This is an optimization exercise on Yosys and OpenROAD, whose aim is small area, a short achievable clock period and few clock cycles, not a production implementation. Function was checked by simulation only, so behaviour that the tests miss may differ from the original. Power figures rest on the tool's default switching activity, not on a simulated workload.

==> flow/config.mk <==
export PLATFORM = sky130hd
export DESIGN_NAME = processor
export DESIGN_NICKNAME = processor
export VERILOG_FILES = /design/flow/design.v
export SDC_FILE = /design/flow/constraint.sdc
export NUM_CORES = 4
export LEC_CHECK = 0
export CAP_MARGIN = 20
export CORE_MARGIN = 2
export CORE_UTILIZATION = 30
export PLACE_DENSITY = 0.45
export SLEW_MARGIN = 20
==> flow/constraint.sdc <==
create_clock -name core_clock -period 11.0 [get_ports {CLK}]
set_input_delay 2.2000 -clock core_clock [delete_from_list [all_inputs] [get_ports {CLK}]]
set_output_delay 2.2000 -clock core_clock [all_outputs]
set_load 0.01 [all_outputs]
==> flow/design.v <==
module adder 
	#(parameter WIDTH = 32)
	(
		input			[WIDTH-1:0]			a,
		input			[WIDTH-1:0]			b,
		output		[WIDTH-1:0]			out
	);
	assign out = a + b;
endmodule
module mux2_1
	#(parameter DEPTH = 32)
	(
		input 			[DEPTH-1:0]		in0,
		input				[DEPTH-1:0]		in1,
		input									sel,
		output	reg	[DEPTH-1:0]		out
	);	
	always @(*)
		if (sel)
			out <= in1;
		else
			out <= in0;
endmodule
module mux4_1
	#(parameter DEPTH = 32)
	(
		input			[DEPTH-1:0]			in0,
		input			[DEPTH-1:0]			in1,
		input			[DEPTH-1:0]			in2,
		input			[DEPTH-1:0]			in3,
		input			[1:0]					sel,
		output		[DEPTH-1:0]			out
	);
	assign out = sel[1] ? (sel[0] ? in3 : in2) : (sel[0] ? in1: in0);
endmodule
module register 
		#(parameter BUS_WIDTH = 32)
		(
			input									rst,
			input									clk,
			input									en,
			input			[BUS_WIDTH-1:0]	d,
			output reg	[BUS_WIDTH-1:0]	q
		);
		always @(posedge clk)
			if (rst)
				q <= 0;
			else
				if (en)
					q <= d;
endmodule
module flush_unit
	#(parameter WIDTH = 32)
	(
		input			[WIDTH-1:0]		in,
		input								sel,
		output		[WIDTH-1:0]		out
	);
	assign out = sel ? 1'b0 : in;
endmodule
module forwarding_unit
	#(parameter WIDTH = 32)
	(
		input 			[2:0]			ID_FwdRisk,
		input 			[2:0]			EX_FwdRisk,
		input 			[2:0]			MEM_FwdRisk,
		input 			[2:0]			WB_FwdRisk,
		input				[4:0]			ID_rs1,
		input				[4:0]			ID_rs2,
		input				[4:0]			EX_rd,
		input				[4:0]			MEM_rd,
		input				[4:0]			WB_rd,
		output			[1:0]			FwdA,
		output			[1:0]			FwdB
	);
	wire EX_FwdA = EX_FwdRisk[0]&ID_FwdRisk[2]&(EX_rd != 0)&(ID_rs1 == EX_rd);
	wire EX_FwdB = EX_FwdRisk[0]&ID_FwdRisk[1]&(EX_rd != 0)&(ID_rs2 == EX_rd);
	wire MEM_FwdA = MEM_FwdRisk[0]&ID_FwdRisk[2]&(MEM_rd != 0)&(ID_rs1 == MEM_rd)&~(EX_FwdA);
	wire MEM_FwdB = MEM_FwdRisk[0]&ID_FwdRisk[1]&(MEM_rd != 0)&(ID_rs2 == MEM_rd)&~(EX_FwdB);
	wire WB_FwdA = WB_FwdRisk[0]&ID_FwdRisk[2]&(WB_rd != 0)&(ID_rs1 == WB_rd)&~(EX_FwdA)&~(MEM_FwdA);
	wire WB_FwdB = WB_FwdRisk[0]&ID_FwdRisk[1]&(WB_rd != 0)&(ID_rs2 == WB_rd)&~(EX_FwdB)&~(MEM_FwdB);
	assign FwdA = WB_FwdA ? 2'd3 : (MEM_FwdA ? 2'd2 : (EX_FwdA ? 2'd1 : 2'd0));
	assign FwdB = WB_FwdB ? 2'd3 : (MEM_FwdB ? 2'd2 : (EX_FwdB ? 2'd1 : 2'd0));
endmodule
module stalling_unit
	(
		input					EX_MemRead,
		input		[4:0]		EX_rd,
		input		[4:0]		ID_rs1,
		input		[4:0]		ID_rs2,
		output				MemStall
	);
	assign MemStall = EX_MemRead & (EX_rd == ID_rs1 | EX_rd == ID_rs2);
endmodule	
module branch_prediction_unit
	(
		input clk,
		input rst,
		input	correction,
		input en,
		output reg prediction
	);
	parameter SNT = 2'b00;
	parameter NT = 2'b01;
	parameter BT = 2'b10;
	parameter SBT = 2'b11;
	reg [1:0] state, next_state;
	always @(posedge clk)
		if (rst)
			state <= 0;
		else
			state <= next_state;
	always @(*) begin
		next_state = state;
		prediction = 1'b0;
		case (state)
			SNT: begin
				if (en)
					if (correction)
						next_state = NT;
					else
						next_state = SNT;
				prediction = 0;
			end
			NT: begin
				if (en)
					if (correction)
						next_state = BT;
					else
						next_state = SNT;
				prediction = 0;
			end
			BT: begin
				if (en)
					if (correction)
						next_state = SBT;
					else
						next_state = NT;
				prediction = 1'b1;
			end
			SBT: begin
				if (en)
					if (correction)
						next_state = SBT;
					else
						next_state = BT;
				prediction = 1'b1;
			end
			default: begin
				next_state = SNT;
			end
		endcase
	end
endmodule
module pc_selector 
	#(parameter WIDTH=32)
	(
		input 							ID_Jump,
		input 							ID_Branch,
		input 							IF_Branch,
		input				[1:0]			PCSrc,
		input								ID_prediction,
		input 							ID_correction,
		input 							IF_prediction,
		input 			[WIDTH-1:0] ID_pc,
		input 			[WIDTH-1:0]	ID_imm,
		input 			[WIDTH-1:0]	IF_pc,
		input 			[WIDTH-1:0] IF_imm,
		input 			[WIDTH-1:0] imm_pc,
		input 			[WIDTH-1:0] indirect_pc,
		output reg 		[WIDTH-1:0] pc_in
	);
	always @(*) begin
		if (ID_Jump) begin
			if (PCSrc == 2'b10)
				pc_in = indirect_pc;
			else
				pc_in = imm_pc;
		end
		else begin
			if (ID_Branch & (ID_prediction^ID_correction)) begin
					if (ID_correction)
						pc_in = ID_pc + ID_imm;
					else
						pc_in = ID_pc + 32'd4;
			end
			else
				if (IF_Branch)
					if (IF_prediction)
						pc_in = IF_pc + IF_imm;
					else
						pc_in = IF_pc + 32'd4;
				else
					pc_in = IF_pc + 32'd4;
		end
	end
endmodule
module alu
	#(parameter WIDTH = 32)
	(
		input				[WIDTH-1:0]		a,
		input				[WIDTH-1:0]		b,
		input				[3:0]				ALUOp,
		output	reg	[WIDTH-1:0]		out
	);
	always @(*)
		case (ALUOp)
			0: out = a&b;
			1: out = a|b;
			2: out = a + b;
			3: out = a - b;
			4: out = a^b;
			5: out = a<<(b[4:0]);
			6: out = a>>(b[4:0]);
			7: out = $signed(a)>>>(b[4:0]);
			8:	out = ($signed(a) < $signed(b));
			9: out = (a < b);
			default: out = 0;
		endcase
endmodule
module ImmGen
	(
		input			[31:0]		instr,
		output reg	[31:0]		imm
	);
	always @(*)
		case (instr[6:0])
			7'b1100011: imm <= {{20{instr[31]}}, instr[7], instr[30:25], instr[11:8], 1'b0};
			7'b1100111: imm <= {{21{instr[31]}}, instr[30:20]};
			7'b1101111: imm = {{12{instr[31]}}, instr[19:12], instr[20], instr[30:21], 1'b0};
			7'b0110111: imm <= {instr[31:12], 12'b0};
			7'b0010111: imm <= {instr[31:12], 12'b0};
			7'b0010011: imm <= {{21{instr[31]}}, instr[30:20]};
			7'b0110011: imm <= 32'b0;
			7'b0011011: imm <= {{21{instr[31]}}, instr[30:20]};
			7'b0111011: imm <= 32'b0;
			7'b0000011: imm <= {{21{instr[31]}}, instr[30:20]};
			7'b0100011: imm <= {{21{instr[31]}}, instr[30:25], instr[11:7]};
			default: imm <= 32'b0;
		endcase
endmodule
module comparison_unit
	#(parameter WIDTH = 32)
	(
		input			[WIDTH-1:0]			a,
		input			[WIDTH-1:0]			b,
		input			[2:0]					sel,
		output reg							flag
	);
	always @(*)
		case (sel)
			0: flag <= (a == b);
			1: flag <= (a!=b);
			2: flag <= ($signed(a) < $signed(b));
			3: flag <= (a < b);
			4: flag <= ($signed(a) >= $signed(b));
			5: flag <= (a >= b);
			default: flag <= 0;
		endcase
endmodule
module control
	#(parameter WIDTH = 32, parameter SIGNAL_LEN = 23)
	(
		input			[WIDTH-1:0]			instr,
		output		[SIGNAL_LEN-1:0]	signals
	);
	wire [6:0] opcode = instr[6:0];
	wire [2:0] func3 = instr[14:12];
	wire [6:0] func7 = instr[31:25];
	wire BRANCH = (opcode == 7'b1100011);
	wire BEQ = BRANCH&(func3 == 0);
	wire BNE = BRANCH&(func3 == 3'b001);
	wire BLT = BRANCH&(func3 == 3'b100);
	wire BGE = BRANCH&(func3 == 3'b101);
	wire BLTU = BRANCH&(func3 == 3'b110);
	wire BGEU = BRANCH&(func3 == 3'b111);
	wire JALR = (opcode == 7'b1100111)&(func3 == 0);
	wire JAL = (opcode == 7'b1101111);
	wire LUI = (opcode == 7'b0110111);
	wire AUIPC = (opcode == 7'b0010111);
	wire ARITH_IMM = (opcode == 7'b0010011);
	wire ADDI = ARITH_IMM&(func3 == 0);
	wire SLLI = ARITH_IMM&(func3 == 3'b001);
	wire SLTI = ARITH_IMM&(func3 == 3'b010);
	wire SLTIU = ARITH_IMM&(func3 == 3'b011);
	wire XORI = ARITH_IMM&(func3 == 3'b100);
	wire SRLI = ARITH_IMM&(func3 == 3'b101)&(func7 == 7'b0000000);
	wire SRAI = ARITH_IMM&(func3 == 3'b101)&(func7 == 7'b0100000);
	wire ORI = ARITH_IMM&(func3 == 3'b110);
	wire ANDI = ARITH_IMM&(func3 == 3'b111);
	wire ARITH = (opcode == 7'b0110011);
	wire ADD = ARITH&(func3 == 0)&(func7 == 0);
	wire SUB = ARITH&(func3 == 0)&(func7 == 7'b0100000);
	wire SLL = ARITH&(func3 == 3'b001);
	wire SLT = ARITH&(func3 == 3'b010);
	wire SLTU = ARITH&(func3 == 3'b011);
	wire XOR = ARITH&(func3 == 3'b100);
	wire SRL = ARITH&(func3 == 3'b101)&(func7 == 0);
	wire SRA = ARITH&(func3 == 3'b101)&(func7 == 7'b0100000);
	wire OR = ARITH&(func3 == 3'b110);
	wire AND = ARITH&(func3 == 3'b111);
	wire LOAD = (opcode == 7'b0000011);
	wire LB = LOAD&(func3 == 0);
	wire LH = LOAD&(func3 == 3'b001);
	wire LW = LOAD&(func3 == 3'b010);
	wire LBU = LOAD&(func3 == 3'b100);
	wire LHU = LOAD&(func3 == 3'b101);
	wire STORE = (opcode == 7'b0100011);
	wire SB = STORE&(func3 == 0);
	wire SH = STORE&(func3 == 3'b001);
	wire SW = STORE&(func3 == 3'b010);
	wire RegWrite = JALR|JAL|LUI|AUIPC|ARITH_IMM|ARITH|LOAD;
	wire MemWrite = STORE;
	wire MemRead = LOAD;
	wire [1:0] PCSrc = BRANCH|JAL ? 2'd1 : (JALR ? 2'd2 : 2'd0);
	wire [2:0] ALUSrc = JALR|JAL ? 3'd2 : (LUI ? 3'd5 : (AUIPC ? 3'd3 : (ARITH_IMM|LOAD|STORE ? 3'd1 : (ARITH ? 3'd0 : 3'd0))));
	wire [3:0] ALUOp = (JALR|JAL|LUI|AUIPC|ADDI|ADD|LOAD|STORE) ? 4'b0010 : (SLLI|SLL ? 4'b0101 : (SLTI|SLT ? 4'b1000 : (SLTIU|SLTU ? 4'b1001 : (XORI|XOR ? 4'b0100 : (SRLI|SRL ? 4'b0110 : (SRAI|SRA ? 4'b0111 : (ORI|OR ? 4'b0001 : (ANDI|AND ? 4'b0 : (SUB ? 4'b0011 : 4'b0)))))))));
	wire [2:0] FlagSel = BEQ ? 3'd0 : (BNE ? 3'd1 : (BLT ? 3'd2 : (BGE ? 3'd4 : (BLTU ? 3'd3 : (BGEU ? 3'd5 : 3'd5)))));
	wire [2:0] MemLen = LB|SB ? 3'b001 : (LH|SH ? 3'b010 : (LW|SW ? 3'b011 : (LBU ? 3'b101 : (LHU ? 3'b110 : 3'b000))));
	wire [2:0] FwdRisk = JALR|ARITH_IMM|LOAD ? 3'b101 : (JAL|LUI|AUIPC ? 3'b001 : (ARITH ? 3'b111 : (STORE ? 3'b110 : (BRANCH ? 3'b110 : 3'b0))));
	wire Branch = BRANCH;
	wire Jump = JALR|JAL;
	assign signals = {RegWrite, MemWrite, MemRead, PCSrc, ALUSrc, ALUOp, FlagSel, MemLen, FwdRisk, Branch, Jump}; 
endmodule
module register_file (
	input						clk,
	input			[4:0]		rs1,
	input			[4:0]		rs2,
	input			[4:0]		rd,
	input						RegWrite,
	input			[31:0]	in,
	output		[31:0]	out1,
	output		[31:0]	out2
	);
	wire [31:0] data [31:0];
	assign data[0] = 32'd0;
	genvar i;
	generate
		for (i=1; i<=31; i=i+1) begin : regs
			register register (
				.clk(clk),
				.rst(1'b0),
				.en((rd == i)&RegWrite),
				.d(in&{32{~(i == 0)}}),
				.q(data[i])
			);
		end
	endgenerate
	assign out1 = data[rs1];
	assign out2 = data[rs2];
endmodule
module processor
	#(parameter WIDTH = 32)
	(
		input CLK,
		input RST,
		output [WIDTH-1:0] IF_pc,
		input  [WIDTH-1:0] IF_instr,
		output [WIDTH-1:0] MEM_mem_in,
		output [WIDTH-1:0] MEM_alu_out,
		output  [2:0] 		 MEM_MemLen,
		output 				 MEM_MemRead,
		output 						 MEM_MemWrite,
		input  [WIDTH-1:0] MEM_mem_out
	);
	wire [22:0] ID_preflush;
	wire ID_RegWrite, EX_RegWrite, MEM_RegWrite, WB_RegWrite;
	wire ID_MemWrite, EX_MemWrite, WB_MemWrite;
	wire ID_MemRead, EX_MemRead, WB_MemRead;
	wire [1:0] ID_PCSrc, EX_PCSrc, MEM_PCSrc, WB_PCSrc;
	wire [2:0] ID_ALUSrc, EX_ALUSrc, MEM_ALUSrc, WB_ALUSrc;
	wire [3:0] ID_ALUOp, EX_ALUOp, MEM_ALUOp, WB_ALUOp;
	wire [2:0] ID_FlagSel, EX_FlagSel, MEM_FlagSel, WB_FlagSel;
	wire [2:0] ID_MemLen, EX_MemLen, WB_MemLen;
	wire [2:0] ID_FwdRisk, EX_FwdRisk, MEM_FwdRisk, WB_FwdRisk;
	wire ID_Branch, EX_Branch, MEM_Branch, WB_Branch;
	wire ID_Jump, EX_Jump, MEM_Jump, WB_Jump;
	wire [22:0] ID_signals, EX_signals, MEM_signals, WB_signals;
	assign {ID_RegWrite, ID_MemWrite, ID_MemRead, ID_PCSrc, ID_ALUSrc, ID_ALUOp, ID_FlagSel, ID_MemLen, ID_FwdRisk, ID_Branch, ID_Jump} = ID_signals;
	assign {EX_RegWrite, EX_MemWrite, EX_MemRead, EX_PCSrc, EX_ALUSrc, EX_ALUOp, EX_FlagSel, EX_MemLen, EX_FwdRisk, EX_Branch, EX_Jump} = EX_signals;
	assign {MEM_RegWrite, MEM_MemWrite, MEM_MemRead, MEM_PCSrc, MEM_ALUSrc, MEM_ALUOp, MEM_FlagSel, MEM_MemLen, MEM_FwdRisk, MEM_Branch, MEM_Jump} = MEM_signals;
	assign {WB_RegWrite, WB_MemWrite, WB_MemRead, WB_PCSrc, WB_ALUSrc, WB_ALUOp, WB_FlagSel, WB_MemLen, WB_FwdRisk, WB_Branch, WB_Jump} = WB_signals;
	wire ID_Flush, ID_CompFlag, MemStall;
	wire [1:0] FwdA, FwdB;
	wire [2:0] FlagSel;
	wire [WIDTH-1:0] ID_pc, EX_pc, MEM_pc;
	wire [WIDTH-1:0] pc_in, sequential_pc, imm_pc, indirect_pc, ID_instr;
	wire [WIDTH-1:0] ID_imm, EX_imm;
	wire [WIDTH-1:0] MEM_wb_out;
	wire [WIDTH-1:0] WB_wb_out;
	wire [WIDTH-1:0] ID_reg_out1, ID_reg_out2;
	wire [4:0] ID_rs1, ID_rs2, ID_rd, EX_rd, MEM_rd, WB_rd;
	assign ID_rs1 = ID_instr[19:15];
	assign ID_rs2 = ID_instr[24:20];
	assign ID_rd = ID_instr[11:7];
	wire [WIDTH-1:0] ID_alu_in1, ID_alu_in2, EX_alu_out, EX_alu_in1, EX_alu_in2, alu_in1, alu_in2;
	register PC (
		.rst(RST),
		.en(~MemStall),  
		.clk(CLK),
		.d(pc_in),
		.q(IF_pc)
	);
	adder #(.WIDTH(WIDTH)) sequential_adder (
		.a(IF_pc),
		.b(32'd4),
		.out(sequential_pc)
	);
	wire IF_Branch = (IF_instr[6:0] == 7'b1100011);
	wire [31:0] IF_imm = {{20{IF_instr[31]}}, IF_instr[7], IF_instr[30:25], IF_instr[11:8], 1'b0};
	wire IF_prediction, ID_prediction;
	wire ID_correction = ID_Branch&ID_CompFlag;
	branch_prediction_unit branch_prediction_unit (
		.clk(CLK),
		.rst(RST),
		.en(ID_Branch),
		.correction(ID_correction),
		.prediction(IF_prediction)
	);
	pc_selector #(.WIDTH(32)) pc_selector (
		.ID_Jump(ID_Jump),
		.ID_Branch(ID_Branch),
		.IF_Branch(IF_Branch),
		.PCSrc(ID_PCSrc),
		.ID_prediction(ID_prediction),
		.ID_correction(ID_correction),
		.IF_prediction(IF_prediction),
		.ID_pc(ID_pc),
		.ID_imm(ID_imm),
		.IF_pc(IF_pc),
		.IF_imm(IF_imm),
		.imm_pc(imm_pc),
		.indirect_pc(indirect_pc),
		.pc_in(pc_in)
	);
	register #(.BUS_WIDTH(2*32+1)) IF_ID_register (
		.rst(((ID_correction!=ID_prediction)&ID_Branch)|RST|ID_Jump),  
		.en(~MemStall),  
		.clk(CLK),
		.d({IF_instr, IF_pc, IF_prediction}),
		.q({ID_instr, ID_pc, ID_prediction})
	);
	register_file register_file (
		.clk(CLK),
		.rs1(ID_rs1),
		.rs2(ID_rs2),
		.rd(WB_rd),
		.RegWrite(WB_RegWrite),
		.in(WB_wb_out),
		.out1(ID_reg_out1),
		.out2(ID_reg_out2)
	);
	ImmGen ImmGen (
		.instr(ID_instr),
		.imm(ID_imm)
	);
	mux4_1 FwdA_mux (
		.in0(ID_reg_out1),
		.in1(EX_alu_out),
		.in2(MEM_wb_out),
		.in3(WB_wb_out),
		.sel(FwdA),
		.out(ID_alu_in1)
	);
	mux4_1 FwdB_mux (
		.in0(ID_reg_out2),
		.in1(EX_alu_out),
		.in2(MEM_wb_out),
		.in3(WB_wb_out),
		.sel(FwdB),
		.out(ID_alu_in2)
	);
	adder #(.WIDTH(WIDTH)) immediate_pc_adder (
		.a(ID_pc),
		.b(ID_imm),
		.out(imm_pc)
	);
	adder #(.WIDTH(WIDTH)) indirect_pc_adder (
		.a(ID_imm),
		.b(ID_alu_in1),
		.out(indirect_pc)
	);
	comparison_unit #(.WIDTH(WIDTH)) comparison_unit (
		.a(ID_alu_in1),
		.b(ID_alu_in2),
		.sel(ID_FlagSel),
		.flag(ID_CompFlag)
	);
	control #(.WIDTH(WIDTH), .SIGNAL_LEN(23)) control_unit (
		.instr(ID_instr),
		.signals(ID_preflush)
	);
	flush_unit #(.WIDTH(23)) ID_flush_unit (
		.in(ID_preflush),
		.sel(ID_Flush),
		.out(ID_signals)
	);
	register #(.BUS_WIDTH(4*32+23+5)) ID_EX_register (
		.rst(RST),
		.en(1'b1),
		.clk(CLK),
		.d({ID_pc, ID_imm, ID_alu_in1, ID_alu_in2, ID_rd, ID_signals}),
		.q({EX_pc, EX_imm, EX_alu_in1, EX_alu_in2, EX_rd, EX_signals})
	);
	mux4_1 #(.DEPTH(WIDTH)) alu_muxA (
		.in0(EX_alu_in1),
		.in1(EX_pc),
		.in2(32'b0),
		.in3(32'b0),
		.sel(EX_ALUSrc[2:1]),
		.out(alu_in1)
	);
	mux4_1 #(.DEPTH(WIDTH)) alu_muxB (
		.in0(EX_alu_in2),
		.in1(EX_imm),
		.in2(32'd4),
		.in3(EX_imm),
		.sel(EX_ALUSrc[1:0]),
		.out(alu_in2)
	);
	alu #(.WIDTH(WIDTH)) alu (
		.a(alu_in1),
		.b(alu_in2),
		.ALUOp(EX_ALUOp),
		.out(EX_alu_out)
	);
	register #(.BUS_WIDTH(3*32+23+5)) EX_MEM_register (
		.rst(RST),
		.en(1'b1),
		.clk(CLK),
		.d({EX_pc, EX_alu_out, EX_alu_in2, EX_rd, EX_signals}),
		.q({MEM_pc, MEM_alu_out, MEM_mem_in, MEM_rd, MEM_signals})
	);
	mux2_1 #(.DEPTH(WIDTH)) mem_mux (
		.in0(MEM_alu_out),
		.in1(MEM_mem_out),
		.sel(MEM_MemRead),
		.out(MEM_wb_out)
	);
	register #(.BUS_WIDTH(32+23+5)) MEM_WB_register (
		.rst(RST),
		.en(1'b1),
		.clk(CLK),
		.d({MEM_wb_out, MEM_signals, MEM_rd}),
		.q({WB_wb_out, WB_signals, WB_rd})
	);
	forwarding_unit #(.WIDTH(WIDTH)) forwarding_unit (
		.ID_FwdRisk(ID_FwdRisk),
		.EX_FwdRisk(EX_FwdRisk),
		.MEM_FwdRisk(MEM_FwdRisk),
		.WB_FwdRisk(WB_FwdRisk),
		.ID_rs1(ID_rs1),
		.ID_rs2(ID_rs2),
		.EX_rd(EX_rd),
		.MEM_rd(MEM_rd),
		.WB_rd(WB_rd),
		.FwdA(FwdA),
		.FwdB(FwdB)
	);
	stalling_unit stalling_unit (
		.EX_MemRead(EX_MemRead),
		.EX_rd(EX_rd),
		.ID_rs1(ID_rs1),
		.ID_rs2(ID_rs2),
		.MemStall(MemStall)
	);
	assign ID_Flush = MemStall;
endmodule
==> flow/run.sh <==
#!/bin/bash
# synth_recipe.tcl (not shown) runs the flow's synth.tcl, then flattens the netlist and writes it again
# the make line also repeats each setting of config.mk as NAME=value (left out here)
make -C /OpenROAD-flow-scripts/flow DESIGN_CONFIG=/design/flow/config.mk WORK_HOME=/design/flow/orfs CLKGATE_MAP_FILE= SYNTH_SCRIPT=/design/flow/synth_recipe.tcl finish
==> flow_summary.ini <==
[outcome]
outcome = finished clean

[worst_setup_path]
cp-start-kind = register
path_buf_inv = 3
crit_family = compound AO/OA/AOI/OAI gates
r2r_slack_ps = 830
crit_path_max_fanout = 83
endpoint_kind = register
required_ps = 11750
crit_arrival_ps = 10930
reg2reg_to = PC.q[3]
regToRegStartpoint = ID_EX_register.q[16]
reg2reg_depth = 27
critical-path-slowest-cell = a31oi_1
critPathKind = register to register
critical_path.max_stage_delay_ps = 980

[synth]
synth_warnings = 12
synth_top_family_by_area = compound AO/OA/AOI/OAI gates
synthCells = 6901
synth_edf_count = 992
yosys-mux-area-fraction_pct = 1.882
ys.flop_type = edfxtp_1
ys_async_sr_fraction_pct = 0
synth-simple-area-share_pct = 12.52
ys_seq_elements = 1353
synth_xor_area_share_pct = 2.086
synth_compound_area_share_pct = 24.31
ys_types = 108
syn_area_per_cell_um2 = 10.50
synth.yosys.seq_area_share_pct = 51.08
synth_area_um2 = 72470
synth-adder-area-share_pct = 3.988
syn_nets = 7195

[pwr]
p_clk_share_pct = 43.5
switching_share_pct = 28.45
p_comb_share_pct = 12.7
p_leak_uw = 0.02923
seqPwrFrac_pct = 43.8
power.internal_uw = 9025
power.density_nw_per_um2 = 149.8
p_switching_uw = 3589
worst_ir_drop_vdd_v = 0.0001253

[timing]
finClkSkew_ps = 81.07
fmax_mhz = 98.28
tns_ps = 0
slew_headroom_pct = 17.20
fin_crit_sh_pct = 92.50
worst_pin_slew_ps = 1239
finalHoldViolCount = 0
finalSetupViolations = 0
rsz0062_at_grt = no
fin_crit_ps = 10170
drv_slew = 0

[clock_tree]
htreeDepth = 4
cts-root-buf = clkbuf_16
postCtsHoldBufs = 0
clock_latency_ps = 880
post_cts_resize_count = 0
clkTransAtPathRegs_ps = 60
cts_made_buffers = 160
clock_path_buffers = 3
clock_sinks = 1353
cts_tree = yes
postCtsSetupBuffers = 0

[grt]
grt_max_degree = 92
gr-usage-all-layers_pct = 33.02
overflow = 0
antenna_found_initial = 31
grt_pass1_vias = 63650
grt_pass1_wl_mm = 558.0

[final_layout]
layout.cells.most_common = edfxtp_1
fin_cells = 10280
layout_common_cells = edfxtp_1, a22oi_1, nand2_1
drive_gt1_share_pct = 11.04
multi_input_area_um2 = 33370
layout-area-overhead-vs-synth_pct = 16.15
fin_nets = 7246
nFillCells = 23790
seq_area_um2 = 37030
utilization_pct = 35.03

[min_path]
whs_path_depth = 1
hold_path_end = MEM_WB_register.q[27]
worstHoldStart = EX_MEM_register.q[22]
worstHoldPathType = register to register

[placement]
gp_congestion = 1.012
place_hpwl_mm = 274.1
io_buffers = 166
dp.cells = 9971

[detailed_routing]
drtIter0Drc = 12250
post_drt_wl_per_cell_um = 40.90
drt.antenna.violating_nets = 0
post_drt_via_cell_ratio = 6.582
drt_pass1_iterations = 14
drt_wl_total_mm = 420.4
via_count = 67650
drc = 0

[floorplanning]
io_pins = 167
rows = 180
start_util_pct = 30.16
fp.dieH_um = 495.5
die_w_um = 495.5
core-area_um2 = 240300
die_area_um2 = 245500

[run]
drv_cap = 0
==> flip-flops by register name, indices dropped and copies added (netlist names) <==
name,flops
EX_MEM_register.q,76
ID_EX_register.q,147
register_file.regs.register.q,992
IF_ID_register.q,65
branch_prediction_unit.state,2
MEM_WB_register.q,39
PC.q,32
==> per-stage QoR <==
stage / total power, uW / setup slack (ps) / hold WS [ps] / area, um^2
floorplan: 6450 / 3793 / 413.8 / 72470
global placement: 7162 / 1085 / 437.7 / 78640
detailed placement: 7147 / 1269 / 424.7 / 78680
CTS: 12550 / 1240 / 456.6 / 84010
global route: 12890 / 615.3 / 462.8 / 84160
finish: 12610 / 825.2 / 454.5 / 84180
==> layer usage <==
layer / track usage [%] / wire, um
met1: 40.25 / 153500
met2: 50.43 / 183800
met3: 10.17 / 50320
met4: 21.35 / 32600
met5: 0 / 121
==> area by class of cell <==
type	instances	share of cell area (%)
diodes	9	0.02675
clock buffers	193	4.975
clock inverters	101	1.351
inverters	136	0.6064
multi-input cells	4870	39.64
flip-flops and latches	1353	44.00
well taps	3185	4.734
repair buffers	431	4.673
==> cells by family after synthesis <==
family / after synthesis
compound gates: 2437
xor+xnor: 171
fa+ha+maj: 228
buf+inv: 678
flops: 1353
mux: 135
simple gates: 1899
==> Yosys cell counts (13+ instances only) <==
| library cell | number | area share (%) |
|---|---|---|
| or3_1 | 26 | 0.22 |
| o22ai_1 | 60 | 0.52 |
| xnor2_1 | 101 | 1.2 |
| a311oi_1 | 24 | 0.29 |
| dfxtp_1 | 361 | 10 |
| o211ai_1 | 129 | 1.3 |
| buf_2 | 65 | 0.45 |
| nand3_1 | 175 | 1.2 |
| edfxtp_1 | 992 | 41 |
| nand4_1 | 115 | 0.99 |
| buf_1 | 60 | 0.31 |
| a22oi_1 | 624 | 6.5 |
| mux2i_1 | 125 | 1.7 |
| a222oi_1 | 61 | 0.84 |
| a22o_1 | 175 | 2.1 |
| a21oi_1 | 379 | 2.6 |
| inv_1 | 131 | 0.68 |
| nor2b_1 | 169 | 1.5 |
| buf_4 | 76 | 0.79 |
| clkbuf_1 | 329 | 1.7 |
| and3_1 | 34 | 0.29 |
| a31oi_1 | 37 | 0.32 |
| o21ai_1 | 29 | 0.20 |
| nor2_1 | 484 | 2.5 |
| o221ai_1 | 24 | 0.29 |
| and2_1 | 34 | 0.29 |
| or4_1 | 15 | 0.16 |
| a211o_1 | 17 | 0.21 |
| a2111oi_0 | 13 | 0.16 |
| nor4_1 | 44 | 0.38 |
| o21bai_1 | 26 | 0.27 |
| o21a_1 | 38 | 0.39 |
| o2111ai_1 | 16 | 0.19 |
| a211oi_1 | 70 | 0.73 |
| nor3_1 | 112 | 0.77 |
| a21oi_2 | 50 | 0.60 |
| o21ai_0 | 241 | 1.7 |
| xor2_1 | 69 | 0.83 |
| nand2b_1 | 36 | 0.31 |
| ha_1 | 223 | 3.9 |
| a21o_1 | 86 | 0.89 |
| o31ai_1 | 24 | 0.25 |
| a221oi_1 | 189 | 2.3 |
| nand2_1 | 571 | 3.0 |
==> worst max path at each step <==
stage,from,end,slack [ps],cells after the start
3_5_place_dp,ID_EX_register.q[16],PC.q[3],1270,27
3_3_place_gp,ID_EX_register.q[16],PC.q[3],1090,29
2_1_floorplan,ID_EX_register.q[16],PC.q[31],3790,31
6_report,ID_EX_register.q[16],PC.q[3],830,27
5_1_grt,ID_EX_register.q[16],PC.q[3],620,27
4_1_cts,ID_EX_register.q[16],PC.q[3],1240,27
==> worst reg2reg max path, delay by kind of cell (launching register included) <==
kind | cells | cell delay [ps]
adders and majority gates | 2 | 880
and+or+nand+nor | 10 | 3440
buffers and inverters | 3 | 900
AOI/OAI and AO/OA | 12 | 4120
DFF | 1 | 710
==> power groups by stage <==
stage	combinational (uW)	sequential (uW)	clock, uW
floorplan	860	5590	0
global placement	1530	5630	0
detailed placement	1510	5630	0
CTS	1520	5520	5510
global route	1660	5530	5710
finish	1600	5530	5490
Testbench counts, summed over its fixed seeds: cycles 34,034.

[port drivers added, routing unchanged]
Ports are ideal in the flow. The routed layout listed here was re-timed in OpenROAD. Step 1: set_driving_cell puts a clkbuf_16 on CLK and a buf_2 on each other input, an assumption about the parent block. Step 2 moves the port delays by t, midway between the first and last clock arrival at a register: inputs arrive t later, outputs are due t later. That takes back most of the time a late clock gives input paths. Three values: no drivers, after step 1, after step 2; two values: the first two.
shift t [ns]: 0.938
slack for setup (ns): 0.825 / 0.825 / 0.825
latest minus earliest clock arrival (ns): 0.081 / 0.081
After both steps setup and hold are still met in this run. The setup slack of this run moves by 0.000 ns with the drivers and by 0.000 ns with both steps.
